What follows belongs to an exercise in optimizing a design on an open flow for small area and a short achievable clock period; a production flow would make more cautious choices. No run shown here included a check of the RTL's function; only the layout flow was run.

## flow/design.v (module list and top-level ports; edited modules follow where they fit)
// module LDL_crc32_d8: 40 lines
// module LDL_crc32_dn: 27 lines
// module LDL_crc32_dn_check: 1270 lines
// module crc_lanes: 48 lines
// module crc_fn_inv: 3 lines
// module crc_fn_or3: 3 lines
// module crc_fn_nor3: 3 lines
// module crc_fn_and2: 3 lines
// module crc_fn_and3: 3 lines
// module crc_fn_and4: 3 lines
// module crc_fn_nor2: 3 lines
// module crc_fn_nand2: 3 lines
// module crc_fn_nand3: 3 lines
// module crc_fn_nand4: 3 lines
// module crc_fn_a21oi: 3 lines
// module crc_fn_o21ai: 3 lines
// module crc_fn_a31oi: 3 lines
// module crc_fn_a31o: 3 lines
// module crc_fn_a32oi: 3 lines
// module crc_fn_a32o: 3 lines
// module crc_nand2: 3 lines
// module crc_nor2: 3 lines
// module crc_x2: 3 lines
module LDL_crc32_dn_check #(parameter NUM = 16)(
  input  [8*NUM -1:0]        data,  
  input  [$clog2(NUM) -1:0]  bnum,  
  input         valid,
  input         eof  ,
  output reg    err  ,
  input         rst_n,
  input         clk
);
  // ...
==> flow/flow/run.sh <==
#!/bin/bash
# Layout: the standard ORFS flow (standard.sh) with the standard synthesis, and these
# changes to how the rest of the layout is made:
#  - port buffers are sky130_fd_sc_hd__buf_1 cells (buffer_ports -buffer_cell) instead of
#    the delay-buffer cells buffer_ports picks by default;
#  - after synthesis, the delay cells (clkdlybuf4s*, dlygate*, dlymetal*) join the
#    platform's DONT_USE_CELLS, so placement and repair do not use them;
set -euo pipefail
bash standard.sh synth > make_synth.log 2>&1
export BUFFER_PORTS_ARGS="-buffer_cell sky130_fd_sc_hd__buf_1"
DU="sky130_fd_sc_hd__probe_p_8 sky130_fd_sc_hd__probec_p_8 sky130_fd_sc_hd__lpflow_bleeder_1 sky130_fd_sc_hd__lpflow_clkbufkapwr_1 sky130_fd_sc_hd__lpflow_clkbufkapwr_16 sky130_fd_sc_hd__lpflow_clkbufkapwr_2 sky130_fd_sc_hd__lpflow_clkbufkapwr_4 sky130_fd_sc_hd__lpflow_clkbufkapwr_8 sky130_fd_sc_hd__lpflow_clkinvkapwr_1 sky130_fd_sc_hd__lpflow_clkinvkapwr_16 sky130_fd_sc_hd__lpflow_clkinvkapwr_2 sky130_fd_sc_hd__lpflow_clkinvkapwr_4 sky130_fd_sc_hd__lpflow_clkinvkapwr_8 sky130_fd_sc_hd__lpflow_decapkapwr_12 sky130_fd_sc_hd__lpflow_decapkapwr_3 sky130_fd_sc_hd__lpflow_decapkapwr_4 sky130_fd_sc_hd__lpflow_decapkapwr_6 sky130_fd_sc_hd__lpflow_decapkapwr_8 sky130_fd_sc_hd__lpflow_inputiso0n_1 sky130_fd_sc_hd__lpflow_inputiso0p_1 sky130_fd_sc_hd__lpflow_inputiso1n_1 sky130_fd_sc_hd__lpflow_inputiso1p_1 sky130_fd_sc_hd__lpflow_inputisolatch_1 sky130_fd_sc_hd__lpflow_isobufsrc_1 sky130_fd_sc_hd__lpflow_isobufsrc_16 sky130_fd_sc_hd__lpflow_isobufsrc_2 sky130_fd_sc_hd__lpflow_isobufsrc_4 sky130_fd_sc_hd__lpflow_isobufsrc_8 sky130_fd_sc_hd__lpflow_isobufsrckapwr_16 sky130_fd_sc_hd__lpflow_lsbuf_lh_hl_isowell_tap_1 sky130_fd_sc_hd__lpflow_lsbuf_lh_hl_isowell_tap_2 sky130_fd_sc_hd__lpflow_lsbuf_lh_hl_isowell_tap_4 sky130_fd_sc_hd__lpflow_lsbuf_lh_isowell_4 sky130_fd_sc_hd__lpflow_lsbuf_lh_isowell_tap_1 sky130_fd_sc_hd__lpflow_lsbuf_lh_isowell_tap_2 sky130_fd_sc_hd__lpflow_lsbuf_lh_isowell_tap_4"
DU="$DU sky130_fd_sc_hd__clkdlybuf4s15_1 sky130_fd_sc_hd__clkdlybuf4s15_2 sky130_fd_sc_hd__clkdlybuf4s18_1 sky130_fd_sc_hd__clkdlybuf4s18_2 sky130_fd_sc_hd__clkdlybuf4s25_1 sky130_fd_sc_hd__clkdlybuf4s25_2 sky130_fd_sc_hd__clkdlybuf4s50_1 sky130_fd_sc_hd__clkdlybuf4s50_2 sky130_fd_sc_hd__dlygate4sd1_1 sky130_fd_sc_hd__dlygate4sd2_1 sky130_fd_sc_hd__dlygate4sd3_1 sky130_fd_sc_hd__dlymetal6s2s_1 sky130_fd_sc_hd__dlymetal6s4s_1 sky130_fd_sc_hd__dlymetal6s6s_1"
bash standard.sh "DONT_USE_CELLS=$DU" SETUP_SLACK_MARGIN=14 finish > make_finish.log 2>&1
==> flow/standard.sh <==
#!/bin/bash
# synth_recipe.tcl (not shown) runs the flow's synth.tcl, then flattens the netlist and writes it again
# the make line also repeats each setting of config.mk as NAME=value (left out here)
make -C /OpenROAD-flow-scripts/flow DESIGN_CONFIG=/design/flow/config.mk WORK_HOME=/design/flow/orfs CLKGATE_MAP_FILE= SYNTH_SCRIPT=/design/flow/synth_recipe.tcl "${@:-finish}"
==> flow/config.mk <==
export PLATFORM = sky130hd
export DESIGN_NAME = LDL_crc32_dn_check
export DESIGN_NICKNAME = LDL_crc32_dn_check
export VERILOG_FILES = /design/flow/design.v
export SDC_FILE = /design/flow/constraint.sdc
export NUM_CORES = 4
export LEC_CHECK = 0
export ABC_CLOCK_PERIOD_IN_PS = 1500
export CAP_MARGIN = 20
export CORE_MARGIN = 2
export CORE_UTILIZATION = 50
export CTS_BUF_LIST = sky130_fd_sc_hd__clkbuf_4 sky130_fd_sc_hd__clkbuf_8
export GPL_ROUTABILITY_DRIVEN = 0
export PLACE_DENSITY = 0.75
export SLEW_MARGIN = 20
export SYNTH_HIERARCHICAL = 1
export SYNTH_MINIMUM_KEEP_SIZE = 0
==> flow/constraint.sdc <==
create_clock -name core_clock -period 24.0 [get_ports {clk}]
set_input_delay 4.8000 -clock core_clock [delete_from_list [all_inputs] [get_ports {clk}]]
set_output_delay 4.8000 -clock core_clock [all_outputs]
set_load 0.01 [all_outputs]
==> notes.md, run 1 <==
- Placement Cell Area: 0.0106 sq mm
- Max FFs per register: 32
- CP startpoint kind: input port
- M3 GR Usage: 0.215
- Worst setup endpoint: err
- Worst Setup SP: bnum[1]
- Signal buf overhead: 0.0518
- Worst-path fanout max: 30
- Family with the most delay on the worst path: simple AND/OR/NAND/NOR gates
- Reg2Reg Depth: 11
- Unique masters post-synth: 31
- Via count: 9824
- Grt ovf: 0
- Critical path type: in2reg
- Hold Crit Depth: 2
- Die Wd: 144 um
- TritonRoute pass-1 iters: 11
- Most common cell after layout, fill and taps aside: xor2_1
- Multi-input combinational area share: 0.847
- GRT Total Usage: 0.431
- WL met2: 17300 um
- Status: complete, no violations
- Later-pin clock latency in the skew report: 300 ps
- DRT iter0 DRCs: 1666
- Antenna violations before repair: 0
- Setup Viol. Count Final: 0
- RSZ-0062 raised after global routing: false
- Synth Instances: 1178
- Port bufs: 136
- Largest net degree at the start of global routing: 31
- Crit path capture type: register
- Mux contribution to synthesized area: 0
- Syn_nets: 1314
- Yosys top cell by area: xor2_1
==> run 2: changes to the inputs <==
--- a/flow/flow/run.sh
+++ b/flow/flow/run.sh
@@ -12,2 +12,2 @@
 DU="$DU sky130_fd_sc_hd__clkdlybuf4s15_1 sky130_fd_sc_hd__clkdlybuf4s15_2 sky130_fd_sc_hd__clkdlybuf4s18_1 sky130_fd_sc_hd__clkdlybuf4s18_2 sky130_fd_sc_hd__clkdlybuf4s25_1 sky130_fd_sc_hd__clkdlybuf4s25_2 sky130_fd_sc_hd__clkdlybuf4s50_1 sky130_fd_sc_hd__clkdlybuf4s50_2 sky130_fd_sc_hd__dlygate4sd1_1 sky130_fd_sc_hd__dlygate4sd2_1 sky130_fd_sc_hd__dlygate4sd3_1 sky130_fd_sc_hd__dlymetal6s2s_1 sky130_fd_sc_hd__dlymetal6s4s_1 sky130_fd_sc_hd__dlymetal6s6s_1"
-bash standard.sh "DONT_USE_CELLS=$DU" SETUP_SLACK_MARGIN=14 finish > make_finish.log 2>&1
+bash standard.sh "DONT_USE_CELLS=$DU" SETUP_SLACK_MARGIN=15 finish > make_finish.log 2>&1
--- a/flow/config.mk
+++ b/flow/config.mk
@@ -12,3 +12,2 @@
 export CTS_BUF_LIST = sky130_fd_sc_hd__clkbuf_4 sky130_fd_sc_hd__clkbuf_8
-export GPL_ROUTABILITY_DRIVEN = 0
 export PLACE_DENSITY = 0.75
==> notes.md, run 2 <==
- Most common cell after layout, fill and taps aside: xor2_1
- Seq cells post-synth: 33
- Clock tree sinks: 33
- Fmax: 110 MHz
- Most frequent cells in the layout: 676 x xor2_1, 186 x buf_1, 117 x xor2_2, 93 x xor2_4, 71 x nand2_1
- Antenna diode count: 0
- Placement Cell Area: 0.0106 sq mm (+0.35%)
- Biggest registers after layout: s x32, err x1
- WP data required: 24170 ps
- Worst Setup SP: bnum[1]
- Hold Buf Count CTS: 0
- Final antenna-violating net count: 0
- Register area share after synthesis: 0.0676
- Post-Syn Area: 0.00978 sq mm
- Post-synthesis xor/xnor area fraction: 0.801
- Later-pin clock latency in the skew report: 300 ps (about the same)
- Num CTS Buffers: 5
- Initial core utilization: 0.506
- Flip-flop and latch area: 661 sq um
- Cell Rows: 51
- Die H: 144 um
- Via count: 10300 (+4.4%)
- Fill cells: 1336
- Nets: 1590
- Die Wd: 144 um (unchanged)
- Antenna violations before repair: 0 (unchanged)
- Setup Viol. Count Final: 0 (unchanged)
- Cells along the critical path: clkbuf_2 -> or3_4 -> and4_4 -> nor2_4 -> xor2_1 -> clkbuf_4 -> xor2_4 -> xor2_1 -> xor2_1 -> xor2_1 -> xor2_1 -> xor2_1 -> xor2_1 -> nand4b_1 -> nor4_4 -> a31oi_1
- CTS tree: done
- Yosys top cell by area: xor2_1
- H-tree levels: 2
- CP startpoint kind: input port
- Max Cap Viol: 0
- Share of cells above drive strength 1: 0.289
- Worst slew pin tran: 1390 ps
- YS warnings: 7
- Adder-Cell Fraction of Synth Area: 0
- TritonRoute pass-1 iters: 5 (-6)
- Io pins: 137
- Crit path capture type: register
- Core Region: 0.0193 sq mm
- Most instantiated cells after synthesis: 886 x xor2_1, 84 x nand2_1, 72 x nor2_1, 33 x dfxtp_1, 17 x o22ai_1
- GRT Total Usage: 0.510 (+0.0795)
- Dpl cells: 1582
- Dpl hpwl: 44300 um
- Largest reg by FF count: s
- Final worst-path cycle share: 0.379
- Max FFs per register: 32 (unchanged)
- DR DRC count: 0
- Tightest Hold Check Type: reg2reg
- Most common cell on crit path: xor2_1
- Final non-filler cell total: 1719
- Top-count cell post-synth: xor2_1
- Compound-Gate Fraction of Synth Area: 0.0413
- CP arrival: 9280 ps
- CTS root buffer: clkbuf_8
- Largest net degree at the start of global routing: 29 (-6.5%)
- RR Startpoint: s[6]
- Cell at the slowest stage of the critical path: or3_4
- Vias in the first global route: 9833
- Port bufs: 136 (unchanged)
- Avg Cell Area, Syn: 8.30 sq um
- Largest family of logic cells by synthesized area: XOR/XNOR gates
- Die area: 0.0207 sq mm
- Family with the most delay on the worst path: XOR/XNOR gates
- Unique masters post-synth: 31 (unchanged)
- Final instance area: 0.0149 sq mm
- Syn-to-layout area delta: 52.0%
- Via-per-instance ratio: 5.97
- Post-synthesis async set-or-reset flop share: 0
- Routability cong.: 1.24
- Clock Path Buffers: 2
- Grt ovf: 0 (unchanged)
- Worst path bufs/invs: 2
- Worst stage delay on the critical path: 490 ps
- Area contributors post-synth: xor2_1 79%, dfxtp_1 6.8%, nand2_1 3.2%, nor2_1 2.8%, o2bb2ai_1 1.3%
- Area occupied by multi-input gates: 0.0123 sq mm
- Post-synth top flop: dfxtp_1
- Final Max Slew Viols: 0
- Setup TNS: 0 ps
- Clock skew: 6.47 ps
- WL final: 55600 um
- Post-synth top area share: 0.794
- Syn_nets: 1314 (unchanged)
- CTS clk-pin slew, worst paths: 70 ps
- Status: complete, no violations
- Hold_sp: s[21]
- Worst-path fanout max: 10 (-67%)
- Wire length of the first global-routing pass: 71200 um
- Synth Instances: 1178 (unchanged)
- DRT iter0 DRCs: 1213 (-27%)
- Shortest period the worst path allows: 9110 ps
- Mux contribution to synthesized area: 0 (unchanged)
- Drt wl/cell: 32.3 um
- Final hold viol count: 0
- Critical path type: in2reg
- RSZ-0062 raised after global routing: false
- Max_slew headroom: 0.0653
- Synth Area in Simple Gates: 0.0841
- Reg2reg setup slack: 19450 ps
- Post-synth EDFFs: 0
[run 2: area by class of cell]
class / count / area share
Tap cell: 265 / 0.0223
Multi-Input combinational cell: 1134 / 0.829
Clock buffer: 7 / 0.00606
Timing Repair inverter: 1 / 0.000505
Inverter: 2 / 0.000758
Timing Repair Buffer: 277 / 0.0966
Sequential cell: 33 / 0.0445
[run 2: per-layer routing]
| layer | wire [um] | up-vias | track usage | part of all wire |
|---|---|---|---|---|
| li1 | - | 4125 | - | - |
| met1 | 19000 | 4781 | 0.605 | 0.34 |
| met2 | 22700 | 988 | 0.744 | 0.41 |
| met3 | 7300 | 360 | 0.147 | 0.13 |
| met4 | 6500 | 0 | 0.461 | 0.12 |
| met5 | 0 | - | 0 | 0 |
[run 2: what timing repair did]
item,CTS,global route
gates resized for setup,327,163
endpoints found under the setup margin,33,3
setup buffers,55,71
gates cloned,2,2
pin swaps,41,55
hold endpoints to repair,0,0
[run 2: cells by family (layout without fill, tap and decap cells)]
family,Yosys count,after routing
simple gates,186,189
flops,33,33
compound gates,51,51
buf+inv,14,287
xor+xnor,894,894
[run 2: per-module statistics from Yosys (local to each module, per instance), a selection]
module,flops+latches,cells inside
crc_fn_or3,0,1
crc_fn_a31o,0,1
crc_fn_o21ai,0,1
crc_fn_inv,0,1
crc_fn_nor3,0,1
crc_nor2,0,1
crc_fn_a31oi,0,1
crc_fn_and3,0,1
crc_fn_a32o,0,1
crc_nand2,0,1
crc_fn_and2,0,1
crc_fn_and4,0,1
crc_x2,0,1
crc_fn_a21oi,0,1
crc_fn_a32oi,0,1
[run 2: through the flow]
stage	setup slack, ps	utilization	hold slack, ps
after floorplan	15010	-	453
after global placement	12730	0.550	464
after detailed placement	12700	0.550	472
after CTS	15000	0.686	496
after global routing	14840	0.769	543
final	14890	0.769	512
[run 2: worst paths after layout]
kind / endpoint / cells after the start
max reg2reg: err / 11
min: s[21] / 2
max: err / 16
min reg2reg: s[21] / 2
[run 2: worst register-to-register path: cells and delay by family, from the launching register on]
family | cells | cell delay [ps]
XOR/XNOR | 8 | 3150
AND/OR/NAND/NOR | 2 | 800
flip-flops | 1 | 330
AO/OA/AOI/OAI | 1 | 130

==> what the ideal ports hide <==
How much do the figures lean on ideal ports? The routed layouts below were timed once more, with nothing changed but the port constraints. Step 1 (the two cells are an assumption about what drives the block):
set clk [get_ports {clk}]
set_driving_cell -lib_cell sky130_fd_sc_hd__clkbuf_16 $clk
set_driving_cell -lib_cell sky130_fd_sc_hd__buf_2 [delete_from_list [all_inputs] $clk]
Step 2, shift: input delay + t, output delay - t, t = (earliest + latest rising clock arrival at the registers) / 2. This alone moves slack from input paths to output paths. Three values: ideal, step 1, step 2; two values: the first two.
| run | shift t [ns] | setup WS [ns] | hold WS [ns] | clock arrival spread, ns | worst register clock-pin slew, ns |
|---|---|---|---|---|---|
| run 1 | 0.327 | 13.926 / 13.937 / 13.610 | 0.489 / 0.489 / 0.489 | 0.006 / 0.007 | 0.07 / 0.07 |
| run 2 | 0.322 | 14.892 / 14.898 / 14.576 | 0.512 / 0.512 / 0.512 | 0.006 / 0.006 | 0.07 / 0.07 |
After both steps setup and hold are still met in every run listed.
